Context: an optimization exercise on an open-source flow, tuned for small area, a short achievable clock period and few clock cycles per item. The choices shown serve that exercise and are no tape-out recipe. Where RTL was checked, it was by simulation tests only, not by an equivalence proof against the original. For runs 2 and 3, only the layout was checked, not whether the RTL still works. Power is estimated from default activity; no workload was simulated.

==> flow/design.v (outline; a module is shown in full before it is edited, if it fits) <==
// module seq_mult_16bit: 1529 lines
module seq_mult_16bit (
    input  wire         clk,
    input  wire         rst_n,
    input  wire         start,
    input  wire [15:0]  a_in,
    input  wire [15:0]  b_in,
    output wire [31:0]  p_out,
    output reg          done
);
  // ...
==> flow/flow/run.sh <==
#!/bin/bash
set -euo pipefail
cd "$(dirname "$0")/.."
GRT_SETUP_MARGIN=0.6
bash standard.sh \
  "BUFFER_PORTS_ARGS=-buffer_cell sky130_fd_sc_hd__buf_2" \
  "SYNTH_ARGS=-noabc" \
  cts > flow_make_cts.log 2>&1
bash standard.sh \
  "BUFFER_PORTS_ARGS=-buffer_cell sky130_fd_sc_hd__buf_2" \
  "SYNTH_ARGS=-noabc" \
  "SETUP_SLACK_MARGIN=$GRT_SETUP_MARGIN" \
  finish > flow_make.log 2>&1
==> flow/standard.sh <==
#!/bin/bash
# synth_recipe.tcl (not shown) runs the flow's synth.tcl, then flattens the netlist and writes it again
# the make line also repeats each setting of config.mk as NAME=value (left out here)
make -C /OpenROAD-flow-scripts/flow DESIGN_CONFIG=/design/flow/config.mk WORK_HOME=/design/flow/orfs CLKGATE_MAP_FILE= SYNTH_SCRIPT=/design/flow/synth_recipe.tcl "${@:-finish}"
==> flow/config.mk <==
export PLATFORM = sky130hd
export DESIGN_NAME = seq_mult_16bit
export DESIGN_NICKNAME = seq_mult_16bit
export VERILOG_FILES = /design/flow/design.v
export SDC_FILE = /design/flow/constraint.sdc
export NUM_CORES = 4
export LEC_CHECK = 0
export ABC_AREA = 1
export CAP_MARGIN = 20
export CORE_MARGIN = 2
export CORE_UTILIZATION = 45
export CTS_BUF_LIST = sky130_fd_sc_hd__clkbuf_4 sky130_fd_sc_hd__clkbuf_8
export CTS_CLUSTER_DIAMETER = 100
export CTS_CLUSTER_SIZE = 32
export SETUP_SLACK_MARGIN = 1.0
export SLEW_MARGIN = 20
==> flow/constraint.sdc <==
create_clock -name core_clock -period 4.5 [get_ports {clk}]
set_input_delay 0.9000 -clock core_clock [delete_from_list [all_inputs] [get_ports {clk}]]
set_output_delay 0.9000 -clock core_clock [all_outputs]
set_load 0.01 [all_outputs]
==> metrics.cfg, run 1 <==
[outcome]
outcome=complete, no violations

[sta]
whs_ns=0.293
rsz0062_at_grt=false

[synthesis]
synth_top_family_by_area=adder cells
synth_nets=961
synthSimpleGateAreaFrac_pct=6.52
ys_ff_latch=62
async_flop_share_pct=1.61

[critical_path]
crit_path_end=r1_q[20]$_DFF_P_
crit_path_max_incr_delay_ns=0.54
crit_chain=buf_2, inv_1, nand3_1, nand2_1, inv_1, o21ai_0, fa_1, fa_1, fa_1, fa_1

[routing]
drt-pass1-iter-count=5
top_layer=met4

[power_and_ir_drop]
pwr-share-seq_pct=20.4
p_seq_w=0.000949
clock_net_power_w=0.000461
cellPowerDensity_mw_per_mm2=571
peakVddDrop_uv=295

[clock_network]
cts_root_buf=clkbuf_8
cts_sinks=62
tritoncts=yes

[cells_and_area]
final_layout_size_suffix_gt1_share_pct=22.9
nNonClkBuffers=84
dominant-cell-class=multi-input gates
seq_cell_count=62
seq-cell-share_pct=15.3

[grt]
grt_first_pass_wirelength_um=30000

[hold_path]
min_path_type=input pin to asynchronous set/reset pin

Testbench counts, summed over its fixed seeds: cycles 2,400, items 2,400.
==> run 2, diff against run 1 <==
--- a/flow/design.v
+++ b/flow/design.v
@@ -519,18 +519,18 @@
     wire c357;
     wire s358;
     wire c359;
     wire s360;
     wire c361;
     wire s362;
     wire c363;
     assign bo0 = b_in[0] ^ 1'b0;
-    assign bt0 = (b_in[1] & ~b_in[0] & ~1'b0) | (~b_in[1] & b_in[0] & 1'b0);
-    assign bn0 = b_in[1] & ~(b_in[0] & 1'b0);
+    assign bt0 = ~bo0 & (b_in[1] ^ b_in[0]);
+    assign bn0 = b_in[1] & (bo0 | bt0);
     assign ax0_0 = a_in[0] ^ b_in[1];
     assign ax0_1 = a_in[1] ^ b_in[1];
     assign ax0_2 = a_in[2] ^ b_in[1];
     assign ax0_3 = a_in[3] ^ b_in[1];
     assign ax0_4 = a_in[4] ^ b_in[1];
     assign ax0_5 = a_in[5] ^ b_in[1];
     assign ax0_6 = a_in[6] ^ b_in[1];
     assign ax0_7 = a_in[7] ^ b_in[1];
@@ -556,18 +556,18 @@
     assign pp12 = ((bo0 & ax0_11) | (bt0 & ax0_10));
     assign pp13 = ((bo0 & ax0_12) | (bt0 & ax0_11));
     assign pp14 = ((bo0 & ax0_13) | (bt0 & ax0_12));
     assign pp15 = ((bo0 & ax0_14) | (bt0 & ax0_13));
     assign pp16 = ((bo0 & ax0_15) | (bt0 & ax0_14));
     assign sg17 = ((bo0 & ax0_15) | (bt0 & ax0_15));
     assign sn18 = ~sg17;
     assign bo1 = b_in[2] ^ b_in[1];
-    assign bt1 = (b_in[3] & ~b_in[2] & ~b_in[1]) | (~b_in[3] & b_in[2] & b_in[1]);
-    assign bn1 = b_in[3] & ~(b_in[2] & b_in[1]);
+    assign bt1 = ~bo1 & (b_in[3] ^ b_in[2]);
+    assign bn1 = b_in[3] & (bo1 | bt1);
     assign ax1_0 = a_in[0] ^ b_in[3];
     assign ax1_1 = a_in[1] ^ b_in[3];
     assign ax1_2 = a_in[2] ^ b_in[3];
     assign ax1_3 = a_in[3] ^ b_in[3];
     assign ax1_4 = a_in[4] ^ b_in[3];
     assign ax1_5 = a_in[5] ^ b_in[3];
     assign ax1_6 = a_in[6] ^ b_in[3];
     assign ax1_7 = a_in[7] ^ b_in[3];
@@ -592,18 +592,18 @@
     assign pp29 = ((bo1 & ax1_10) | (bt1 & ax1_9));
     assign pp30 = ((bo1 & ax1_11) | (bt1 & ax1_10));
     assign pp31 = ((bo1 & ax1_12) | (bt1 & ax1_11));
     assign pp32 = ((bo1 & ax1_13) | (bt1 & ax1_12));
     assign pp33 = ((bo1 & ax1_14) | (bt1 & ax1_13));
     assign pp34 = ((bo1 & ax1_15) | (bt1 & ax1_14));
     assign sn35 = ~(((bo1 & ax1_15) | (bt1 & ax1_15)));
     assign bo2 = b_in[4] ^ b_in[3];
-    assign bt2 = (b_in[5] & ~b_in[4] & ~b_in[3]) | (~b_in[5] & b_in[4] & b_in[3]);
-    assign bn2 = b_in[5] & ~(b_in[4] & b_in[3]);
+    assign bt2 = ~bo2 & (b_in[5] ^ b_in[4]);
+    assign bn2 = b_in[5] & (bo2 | bt2);
     assign ax2_0 = a_in[0] ^ b_in[5];
     assign ax2_1 = a_in[1] ^ b_in[5];
     assign ax2_2 = a_in[2] ^ b_in[5];
     assign ax2_3 = a_in[3] ^ b_in[5];
     assign ax2_4 = a_in[4] ^ b_in[5];
     assign ax2_5 = a_in[5] ^ b_in[5];
     assign ax2_6 = a_in[6] ^ b_in[5];
     assign ax2_7 = a_in[7] ^ b_in[5];
@@ -628,18 +628,18 @@
     assign pp46 = ((bo2 & ax2_10) | (bt2 & ax2_9));
     assign pp47 = ((bo2 & ax2_11) | (bt2 & ax2_10));
     assign pp48 = ((bo2 & ax2_12) | (bt2 & ax2_11));
     assign pp49 = ((bo2 & ax2_13) | (bt2 & ax2_12));
     assign pp50 = ((bo2 & ax2_14) | (bt2 & ax2_13));
     assign pp51 = ((bo2 & ax2_15) | (bt2 & ax2_14));
     assign sn52 = ~(((bo2 & ax2_15) | (bt2 & ax2_15)));
     assign bo3 = b_in[6] ^ b_in[5];
-    assign bt3 = (b_in[7] & ~b_in[6] & ~b_in[5]) | (~b_in[7] & b_in[6] & b_in[5]);
-    assign bn3 = b_in[7] & ~(b_in[6] & b_in[5]);
+    assign bt3 = ~bo3 & (b_in[7] ^ b_in[6]);
+    assign bn3 = b_in[7] & (bo3 | bt3);
     assign ax3_0 = a_in[0] ^ b_in[7];
     assign ax3_1 = a_in[1] ^ b_in[7];
     assign ax3_2 = a_in[2] ^ b_in[7];
     assign ax3_3 = a_in[3] ^ b_in[7];
     assign ax3_4 = a_in[4] ^ b_in[7];
     assign ax3_5 = a_in[5] ^ b_in[7];
     assign ax3_6 = a_in[6] ^ b_in[7];
     assign ax3_7 = a_in[7] ^ b_in[7];
@@ -664,18 +664,18 @@
     assign pp63 = ((bo3 & ax3_10) | (bt3 & ax3_9));
     assign pp64 = ((bo3 & ax3_11) | (bt3 & ax3_10));
     assign pp65 = ((bo3 & ax3_12) | (bt3 & ax3_11));
     assign pp66 = ((bo3 & ax3_13) | (bt3 & ax3_12));
     assign pp67 = ((bo3 & ax3_14) | (bt3 & ax3_13));
     assign pp68 = ((bo3 & ax3_15) | (bt3 & ax3_14));
     assign sn69 = ~(((bo3 & ax3_15) | (bt3 & ax3_15)));
     assign bo4 = b_in[8] ^ b_in[7];
-    assign bt4 = (b_in[9] & ~b_in[8] & ~b_in[7]) | (~b_in[9] & b_in[8] & b_in[7]);
-    assign bn4 = b_in[9] & ~(b_in[8] & b_in[7]);
+    assign bt4 = ~bo4 & (b_in[9] ^ b_in[8]);
+    assign bn4 = b_in[9] & (bo4 | bt4);
     assign ax4_0 = a_in[0] ^ b_in[9];
     assign ax4_1 = a_in[1] ^ b_in[9];
     assign ax4_2 = a_in[2] ^ b_in[9];
     assign ax4_3 = a_in[3] ^ b_in[9];
     assign ax4_4 = a_in[4] ^ b_in[9];
     assign ax4_5 = a_in[5] ^ b_in[9];
     assign ax4_6 = a_in[6] ^ b_in[9];
     assign ax4_7 = a_in[7] ^ b_in[9];
@@ -700,18 +700,18 @@
     assign pp80 = ((bo4 & ax4_10) | (bt4 & ax4_9));
     assign pp81 = ((bo4 & ax4_11) | (bt4 & ax4_10));
     assign pp82 = ((bo4 & ax4_12) | (bt4 & ax4_11));
     assign pp83 = ((bo4 & ax4_13) | (bt4 & ax4_12));
     assign pp84 = ((bo4 & ax4_14) | (bt4 & ax4_13));
     assign pp85 = ((bo4 & ax4_15) | (bt4 & ax4_14));
     assign sn86 = ~(((bo4 & ax4_15) | (bt4 & ax4_15)));
     assign bo5 = b_in[10] ^ b_in[9];
-    assign bt5 = (b_in[11] & ~b_in[10] & ~b_in[9]) | (~b_in[11] & b_in[10] & b_in[9]);
-    assign bn5 = b_in[11] & ~(b_in[10] & b_in[9]);
+    assign bt5 = ~bo5 & (b_in[11] ^ b_in[10]);
+    assign bn5 = b_in[11] & (bo5 | bt5);
     assign ax5_0 = a_in[0] ^ b_in[11];
     assign ax5_1 = a_in[1] ^ b_in[11];
     assign ax5_2 = a_in[2] ^ b_in[11];
     assign ax5_3 = a_in[3] ^ b_in[11];
     assign ax5_4 = a_in[4] ^ b_in[11];
     assign ax5_5 = a_in[5] ^ b_in[11];
     assign ax5_6 = a_in[6] ^ b_in[11];
     assign ax5_7 = a_in[7] ^ b_in[11];
@@ -736,18 +736,18 @@
     assign pp97 = ((bo5 & ax5_10) | (bt5 & ax5_9));
     assign pp98 = ((bo5 & ax5_11) | (bt5 & ax5_10));
     assign pp99 = ((bo5 & ax5_12) | (bt5 & ax5_11));
     assign pp100 = ((bo5 & ax5_13) | (bt5 & ax5_12));
     assign pp101 = ((bo5 & ax5_14) | (bt5 & ax5_13));
     assign pp102 = ((bo5 & ax5_15) | (bt5 & ax5_14));
     assign sn103 = ~(((bo5 & ax5_15) | (bt5 & ax5_15)));
     assign bo6 = b_in[12] ^ b_in[11];
-    assign bt6 = (b_in[13] & ~b_in[12] & ~b_in[11]) | (~b_in[13] & b_in[12] & b_in[11]);
-    assign bn6 = b_in[13] & ~(b_in[12] & b_in[11]);
+    assign bt6 = ~bo6 & (b_in[13] ^ b_in[12]);
+    assign bn6 = b_in[13] & (bo6 | bt6);
     assign ax6_0 = a_in[0] ^ b_in[13];
     assign ax6_1 = a_in[1] ^ b_in[13];
     assign ax6_2 = a_in[2] ^ b_in[13];
     assign ax6_3 = a_in[3] ^ b_in[13];
     assign ax6_4 = a_in[4] ^ b_in[13];
     assign ax6_5 = a_in[5] ^ b_in[13];
     assign ax6_6 = a_in[6] ^ b_in[13];
     assign ax6_7 = a_in[7] ^ b_in[13];
@@ -772,18 +772,18 @@
     assign pp114 = ((bo6 & ax6_10) | (bt6 & ax6_9));
     assign pp115 = ((bo6 & ax6_11) | (bt6 & ax6_10));
     assign pp116 = ((bo6 & ax6_12) | (bt6 & ax6_11));
     assign pp117 = ((bo6 & ax6_13) | (bt6 & ax6_12));
     assign pp118 = ((bo6 & ax6_14) | (bt6 & ax6_13));
     assign pp119 = ((bo6 & ax6_15) | (bt6 & ax6_14));
     assign sn120 = ~(((bo6 & ax6_15) | (bt6 & ax6_15)));
     assign bo7 = b_in[14] ^ b_in[13];
-    assign bt7 = (b_in[15] & ~b_in[14] & ~b_in[13]) | (~b_in[15] & b_in[14] & b_in[13]);
-    assign bn7 = b_in[15] & ~(b_in[14] & b_in[13]);
+    assign bt7 = ~bo7 & (b_in[15] ^ b_in[14]);
+    assign bn7 = b_in[15] & (bo7 | bt7);
     assign ax7_0 = a_in[0] ^ b_in[15];
     assign ax7_1 = a_in[1] ^ b_in[15];
     assign ax7_2 = a_in[2] ^ b_in[15];
     assign ax7_3 = a_in[3] ^ b_in[15];
     assign ax7_4 = a_in[4] ^ b_in[15];
     assign ax7_5 = a_in[5] ^ b_in[15];
     assign ax7_6 = a_in[6] ^ b_in[15];
     assign ax7_7 = a_in[7] ^ b_in[15];
==> flow/flow/run.sh (replaced) <==
#!/bin/bash
set -euo pipefail
cd "$(dirname "$0")/.."
GRT_SETUP_MARGIN=0.8
bash standard.sh \
  "BUFFER_PORTS_ARGS=-buffer_cell sky130_fd_sc_hd__buf_2" \
  "SYNTH_ARGS=-noabc" \
  cts > flow_make_cts.log 2>&1
bash standard.sh \
  "BUFFER_PORTS_ARGS=-buffer_cell sky130_fd_sc_hd__buf_2" \
  "SYNTH_ARGS=-noabc" \
  "SETUP_SLACK_MARGIN=$GRT_SETUP_MARGIN" \
  finish > flow_make.log 2>&1
==> flow/config.mk (replaced) <==
export PLATFORM = sky130hd
export DESIGN_NAME = seq_mult_16bit
export DESIGN_NICKNAME = seq_mult_16bit
export VERILOG_FILES = /design/flow/design.v
export SDC_FILE = /design/flow/constraint.sdc
export NUM_CORES = 4
export LEC_CHECK = 0
export ABC_AREA = 1
export CAP_MARGIN = 20
export CORE_MARGIN = 2
export CORE_UTILIZATION = 55
export CTS_BUF_LIST = sky130_fd_sc_hd__clkbuf_4 sky130_fd_sc_hd__clkbuf_8
export CTS_CLUSTER_DIAMETER = 100
export CTS_CLUSTER_SIZE = 32
export SETUP_SLACK_MARGIN = 1.2
export SLEW_MARGIN = 20
==> run 2 against run 1 <==
Still clean on timing, DRC and antenna. Sequential power is 4.6% higher. Synthesized area is 1.7% higher. Global-route usage is 6.1 points higher.
==> metrics.cfg, run 2 <==
[sta]
fin_crit_ns=3.50  ; was 3.56 ns
setup_viol=0  ; unchanged
slew_headroom_pct=63.3  ; was 61.5%
hold_viol=0  ; unchanged
tns_ns=0  ; unchanged
rsz0062_at_grt=false  ; unchanged
fmax_mhz=286  ; was 281 MHz
drv_slew=0  ; unchanged
fin_crit_sh_pct=77.8  ; was 79.1%
whs_ns=0.284  ; was 0.293 ns
tightest_slew_ns=0.544  ; was 0.571 ns

[critical_path]
worst_ep_required_time_ns=3.60  ; was 4.75 ns
end_kind=output port  ; was flop
path_max_fanout=3  ; was 15
worstPathArrival_ns=2.60  ; was 3.80 ns
start_kind=flop  ; was input pin
crit_type=flop to output port  ; was input pin to flop

[cells_and_area]
fill_cells=1065  ; was 1531
layout_commonest_cell=xnor2_1
final_cells=998  ; was 1002
top_regs=r0_q x31, r1_q x30, done x1  ; unchanged
top_register=r0_q  ; unchanged
largest_register_ffs=31  ; unchanged
design_area_mm2=0.00892  ; was 0.00816 mm2
diodes=0  ; unchanged
multi_input_area_mm2=0.00616  ; was 0.00573 mm2
fin_nets=1009  ; was 977
register_area_mm2=0.00126  ; was 0.00125 mm2
syn_to_final_growth_pct=18.1  ; was 9.90%
final_layout_size_suffix_gt1_share_pct=32.5  ; was 22.9%
final_cell_mix=xnor2_1, o22ai_1, fa_1, inv_1, buf_2  ; was xnor2_1, fa_1, o22ai_1, buf_2, dfxtp_1

[routing]
vias=5579  ; was 5396
dr_wl_met3_um=1430  ; was 1040 um
drt-total-wl_um=19200  ; was 18400 um
remaining_drc_errors=0  ; unchanged
wl_per_cell_um=19.3  ; was 18.4 um
drt_iter0_drc=371  ; was 321
wl_met2_um=8590  ; was 8520 um
drtAntennaViolNets=0  ; unchanged
met1_length_um=8880  ; was 8500 um
drt-pass1-iter-count=5  ; unchanged
top_layer=met4  ; unchanged
vias_per_cell=5.59  ; was 5.39

[die]
die_w_um=121  ; was 132 um
dieArea_mm2=0.0147  ; was 0.0176 mm2
row_count=42  ; was 46
ios=68  ; unchanged
initial_core_util_pct=56.6  ; was 46.4%
die_h_um=121  ; was 132 um
coreArea_mm2=0.0133  ; was 0.0160 mm2

[synthesis]
synth_top_flop_cell=dfxtp_1  ; unchanged
avgSynthCellArea_um2=9.73  ; was 9.71 um2
yosys-top-cells-count=xnor2_1, o22ai_1, fa_1  ; was fa_1, xnor2_1, o22ai_1
yosysSeqAreaShare_pct=16.5  ; was 16.8%
ys_top_cells_by_area=fa_1, dfxtp_1, xnor2_1  ; unchanged
synthCells=776  ; was 765
ys_types=33  ; was 31
synth-edff-count=0  ; unchanged
synth_nets=967  ; was 961
async_flop_share_pct=1.61  ; unchanged
post-synth-top-count-cell=xnor2_1  ; was fa_1
synth_area_mm2=0.00755  ; was 0.00743 mm2
synth_top_area_share_pct=27.6  ; was 28.0%
ys_ff_latch=62  ; unchanged
synth_warnings=1  ; unchanged
yosys.area.top_type=fa_1  ; unchanged

[place]
dpl.cell_count=951  ; was 980
hpwl_um=15000  ; was 15100 um
routabilityCongestion=0.929  ; was 0.966
portBuffers=67  ; unchanged
post_dp_cell_area_mm2=0.00787  ; was 0.00785 mm2

[grt]
grt_antenna_before_repair=0  ; unchanged
grt_max_degree=19  ; was 18
grt_pass1_vias=5989  ; was 5667
grt_first_pass_wirelength_um=31200  ; was 30000 um
track_usage_pct=28.3  ; was 22.2%
overflow=0  ; unchanged

[clock_network]
tritoncts=yes  ; unchanged
htreeDepth=3  ; unchanged
cts_sinks=62  ; unchanged
cts_root_buf=clkbuf_8  ; unchanged
path_clk_slew_ns=0.07  ; was 0.06 ns
cts-buffers-inserted=9  ; unchanged
cts_buffer_depth=2  ; unchanged

[power_and_ir_drop]
p_leak_nw=3.81  ; was 3.56 nW
cellPowerDensity_mw_per_mm2=579  ; was 571 mW/mm2
peakVddDrop_uv=295  ; about the same

[hold_path]
min_path_type=input pin to asynchronous set/reset pin  ; unchanged

[outcome]
outcome=complete, no violations  ; unchanged

[job]
drv_cap=0  ; unchanged

==> run 2: cell types whose count changed in the layout (fill, tap and decap cells not counted), sizes merged, moves of 6 or more <==
cell / before / now
a22oi: 8 / 0
inv: 57 / 67
xnor2: 103 / 117
buf: 84 / 113
o21ai: 24 / 14
xor2: 39 / 33
o22ai: 99 / 115
==> run 2: per-stage QoR <==
stage	power [W]	worst slack [ns]	util, %
after CTS	0.00518	1.01	66.8
after global routing	0.00569	0.834	66.8
after global placement	0.00411	0.308	59.0
after detailed placement	0.00422	0.304	59.0
final	0.00517	1.00	66.8
after floorplan	0.00380	0.898	-
==> run 2: worst paths after layout <==
kind	end	start	slack [ns]	depth (start not counted)
worst min-delay path	done$_DFF_PN0_	rst_n	0.28	1
min in group core_clock	done$_DFF_PN0_	start	0.63	1
worst max-delay path	p_out[30]	r1_q[5]$_DFF_P_	1.0	15
max in group asynchronous	done$_DFF_PN0_	rst_n	4.13	1
==> run 2: critical path, stage by stage (launching register included) <==
cell and delay [ns]:
dfxtp_2 0.33, ha_4 0.24, nand2_2 0.06, nand2_2 0.08, a21oi_4 0.24, nand2_4 0.09
nand2_4 0.09, nand2_4 0.07, nand2_4 0.08, nand2_4 0.07, nand2_2 0.08, nand2_2 0.07
nand2_1 0.08, nand2_1 0.06, fa_1 0.48, buf_2 0.13
==> run 2: area by class of cell <==
class	instances	area share (%)
repair buffers	113	8.92
clock inverters	4	0.813
clock buffers	11	1.56
multi-input cells	564	69.1
well taps	176	2.47
flip-flops and latches	62	14.1
inverters	68	3.07
==> run 2: logic make-up (layout without fill, tap and decap cells) <==
family          Yosys count  in the layout  share of synthesized area (%)
compound gates          148            148                           12.1
xor+xnor                150            150                           17.5
fa+ha+maj               156            156                           36.2
buf+inv                 151            196                           11.2
flops                    62             62                           16.5
simple gates            109            110                           6.51
==> run 2: power by group <==
group | switching, W | internal, W | total (W)
Clock | 0.000226 | 0.000320 | 0.000546
Sequential | 0.000172 | 0.000821 | 0.000993
Combinational | 0.00193 | 0.00170 | 0.00363
==> run 2: per-layer routing <==
layer / up-vias / track usage [%]
met3: 19 / 6.91
met5: - / 0
li1: 2629 / -
met4: 0 / 8.41
met2: 190 / 43.8
met1: 2741 / 39.4
==> run 2: timing repair <==
item / 4_1_cts / 5_1_grt
endpoints found under the setup margin: 47 / 0
setup buffers: 31 / 0
hold buffers: 0 / 0
gates resized for setup: 117 / 0
==> run 3, diff against run 2 <==
--- a/flow/flow/run.sh
+++ b/flow/flow/run.sh
@@ -3,3 +3,3 @@
 cd "$(dirname "$0")/.."
-GRT_SETUP_MARGIN=0.8
+GRT_SETUP_MARGIN=0.6
 bash standard.sh \
--- a/flow/config.mk
+++ b/flow/config.mk
@@ -14,3 +14,3 @@
 export CTS_CLUSTER_SIZE = 32
-export SETUP_SLACK_MARGIN = 1.2
+export SETUP_SLACK_MARGIN = 1.0
 export SLEW_MARGIN = 20
==> run 3 against run 2 <==
Routed wire length shrank 3.4%. Synthesized cell count is the same. Final area shrank 7.5%. Sequential cell count is the same. Clock-buffer cell count grew 3. Combinational power shrank 7.4%. Cell count shrank 1.6%. Critical path depth shrank 7. Total power shrank 7.6%. Critical path type is now input pin to flop. Largest cell class unchanged. Largest power group unchanged. Highest routed layer unchanged.
==> metrics.cfg, run 3 <==
[outcome]
outcome=complete, no violations  ; unchanged

[grt]
grt_max_degree=19  ; unchanged
grt_busiest_layer=met2  ; unchanged
grt_antenna_before_repair=0  ; unchanged
use_met2_pct=42.3  ; was 43.8%
overflow=0  ; unchanged
met1_usage_pct=37.4  ; was 39.4%
track_usage_pct=26.8  ; was 28.3%
grt_first_pass_wirelength_um=29500  ; was 31200 um
met3_usage_pct=5.22  ; was 6.91%
grt_pass1_vias=5617  ; was 5989

[die]
dieArea_mm2=0.0147  ; unchanged
row_count=42  ; unchanged
die_h_um=121  ; unchanged
ios=68  ; unchanged
initial_core_util_pct=56.6  ; unchanged
coreArea_mm2=0.0133  ; unchanged
die_w_um=121  ; unchanged

[routing]
drt_iter0_drc=346  ; was 371
vias=5503  ; was 5579
drt-pass1-iter-count=4  ; was 5
vias_per_cell=5.60  ; was 5.59
remaining_drc_errors=0  ; unchanged
wl_per_cell_um=18.9  ; was 19.3 um
drt-total-wl_um=18600  ; was 19200 um
drtAntennaViolNets=0  ; unchanged

[clock_network]
path_clk_slew_ns=0.06  ; was 0.07 ns
htreeDepth=3  ; unchanged
tritoncts=yes  ; unchanged
cts_root_buf=clkbuf_8  ; unchanged
cts_sinks=62  ; unchanged
cts_buffer_depth=2  ; unchanged
cts-buffers-inserted=9  ; unchanged

[synthesis]
yosys.area.top_type=fa_1  ; unchanged
async_flop_share_pct=1.61  ; unchanged
yosys-top-cells-count=xnor2_1, o22ai_1, fa_1  ; unchanged
yosysSeqAreaShare_pct=16.5  ; unchanged
synth_top_area_share_pct=27.6  ; unchanged
synthCells=776  ; unchanged
synth-edff-count=0  ; unchanged
synth_top_flop_cell=dfxtp_1  ; unchanged
synth_warnings=1  ; unchanged
synth_nets=967  ; unchanged
ys_top_cells_by_area=fa_1, dfxtp_1, xnor2_1  ; unchanged
ys_types=33  ; unchanged
synth_area_mm2=0.00755  ; unchanged
ys_ff_latch=62  ; unchanged
post-synth-top-count-cell=xnor2_1  ; unchanged
avgSynthCellArea_um2=9.73  ; unchanged

[cells_and_area]
syn_to_final_growth_pct=9.23  ; was 18.1%
largest_register_ffs=31  ; unchanged
final_cell_mix=xnor2_1, o22ai_1, fa_1, buf_2, inv_1  ; was xnor2_1, o22ai_1, fa_1, inv_1, buf_2
diodes=0  ; unchanged
design_area_mm2=0.00825  ; was 0.00892 mm2
fin_nets=992  ; was 1009
fill_cells=1195  ; was 1065
final_layout_size_suffix_gt1_share_pct=24.1  ; was 32.5%
top_register=r0_q  ; unchanged
top_regs=r0_q x31, r1_q x30, done x1  ; unchanged
layout_commonest_cell=xnor2_1  ; unchanged

[sta]
fin_crit_ns=3.57  ; was 3.50 ns
hold_viol=0  ; unchanged
fmax_mhz=280  ; was 286 MHz
slew_headroom_pct=55.4  ; was 63.3%
tightest_slew_ns=0.663  ; was 0.544 ns
rsz0062_at_grt=false  ; unchanged
setup_viol=0  ; unchanged
tns_ns=0  ; unchanged
drv_slew=0  ; unchanged
worst_slack_ns=0.931  ; was 1.00 ns
fin_crit_sh_pct=79.3  ; was 77.8%

[power_and_ir_drop]
cellPowerDensity_mw_per_mm2=579  ; about the same
p_leak_nw=3.61  ; was 3.81 nW
peakVddDrop_uv=323  ; was 295 uV

[place]
pre_cts_ws_ns=0.403  ; was 0.304 ns
post_dp_cell_area_mm2=0.00782  ; was 0.00787 mm2
routabilityCongestion=0.946  ; was 0.929
portBuffers=67  ; unchanged
hpwl_um=15000  ; about the same

[critical_path]
start_kind=input pin  ; was flop
crit_type=input pin to flop  ; was flop to output port
path_max_fanout=17  ; was 3
worst_ep_required_time_ns=4.74  ; was 3.60 ns
end_kind=flop  ; was output port
worstPathArrival_ns=3.81  ; was 2.60 ns

[hold_path]
min_path_type=input pin to asynchronous set/reset pin  ; unchanged

[job]
drv_cap=0  ; unchanged

run 3: cell type report:
cell class | instances | area (um2) | share of cell area (%)
clock buffer | 14 | 161 | 1.96
clock inverter | 2 | 10.0 | 0.121
inverter | 68 | 255 | 3.09
multi-input combinational | 563 | 5780 | 70.1
sequential | 62 | 1250 | 15.2
tap | 176 | 220 | 2.67
timing repair buffer | 97 | 571 | 6.92
run 3: repair_timing:
action                     in CTS  in global routing
hold buffers                    0                  0
setup endpoints to repair      29                  0
gates resized for setup        40                  0
setup buffers                  10                  0
run 3: report_power, final:
group,internal (W),switching (W),total [W]
clock network,0.000229,0.000213,0.000441
logic,0.00153,0.00184,0.00336
registers,0.000817,0.000150,0.000967
total,0.00257,0.00220,0.00477
run 3: logic make-up after synthesis:
| kind of cell | count (synthesis) | share of synthesized area, % |
|---|---|---|
| buffers and inverters | 151 | 11.2 |
| and+or+nand+nor | 109 | 6.51 |
| AOI/OAI and AO/OA | 148 | 12.1 |
| xor gates and xnor gates | 150 | 17.5 |
| adders and majority gates | 156 | 36.2 |
| DFF | 62 | 16.5 |
run 3: critical path: stages:
cell and delay [ns]:
buf_2 0.17, xor2_1 0.43, nand2_4 0.24, o22ai_1 0.23, fa_1 0.48, fa_2 0.40, fa_1 0.53, fa_1 0.41
run 3: worst max path at each step:
stage                        to             from  slack (ns)  cells after the start
6_report       r1_q[16]$_DFF_P_          b_in[6]        0.93                      8
5_1_grt        r1_q[19]$_DFF_P_          b_in[7]        0.84                     10
4_1_cts               p_out[30]  r1_q[6]$_DFF_P_        0.97                     15
3_5_place_dp   r1_q[19]$_DFF_P_         b_in[11]        0.40                      9
3_3_place_gp   r1_q[19]$_DFF_P_         b_in[11]        0.41                      9
2_1_floorplan  r1_q[21]$_DFF_P_         b_in[13]        0.90                     11
run 3: routing by layer:
metal	part of all wire [%]	vias to the layer above	wire (um)
li1	-	2592	-
met1	46	2697	8560
met2	45	191	8390
met3	6.8	23	1260
met4	2.1	0	385
met5	0	-	0
run 3: metrics by stage:
step | cells | utilization, % | hold slack, ns | total power (W)
3_3_place_gp | 956 | 58.6 | 0.675 | 0.00407
3_5_place_dp | 956 | 58.6 | 0.675 | 0.00419
2_1_floorplan | 776 | - | 0.604 | 0.00377
4_1_cts | 982 | 61.8 | 0.269 | 0.00483
6_report | 982 | 61.8 | 0.292 | 0.00477
5_1_grt | 982 | 61.8 | 0.275 | 0.00533

[afterwards: timing with drivers on the ports]
In the flow no input, the clock included, has a driving cell. The finished layouts below were timed again as built, in two steps.
Step 1: set_driving_cell puts a clkbuf_16 on clk and a buf_2 on each other input, an assumption about the parent block.
Step 2 times the ports against the registers' clock, not the clock port: input delays grow and output delays shrink by t, the midpoint of the rising clock arrivals with the driver on.
a / b / c = no drivers / after step 1 / after step 2; a / b = the first two.
run	t, ns	setup WS [ns]	worst register clock-pin slew, ns	cell pins on the clock port's net
run 1	0.405	0.942 / 0.942 / 0.550	0.07 / 0.07	1
run 2	0.402	1.000 / 0.963 / 0.716	0.07 / 0.07	1
run 3	0.401	0.931 / 0.936 / 0.547	0.07 / 0.07	1
After both steps setup and hold are still met in every run listed. The setup slack of run 1, which loses most, moves by 0.000 ns with the drivers and by -0.392 ns with both steps.
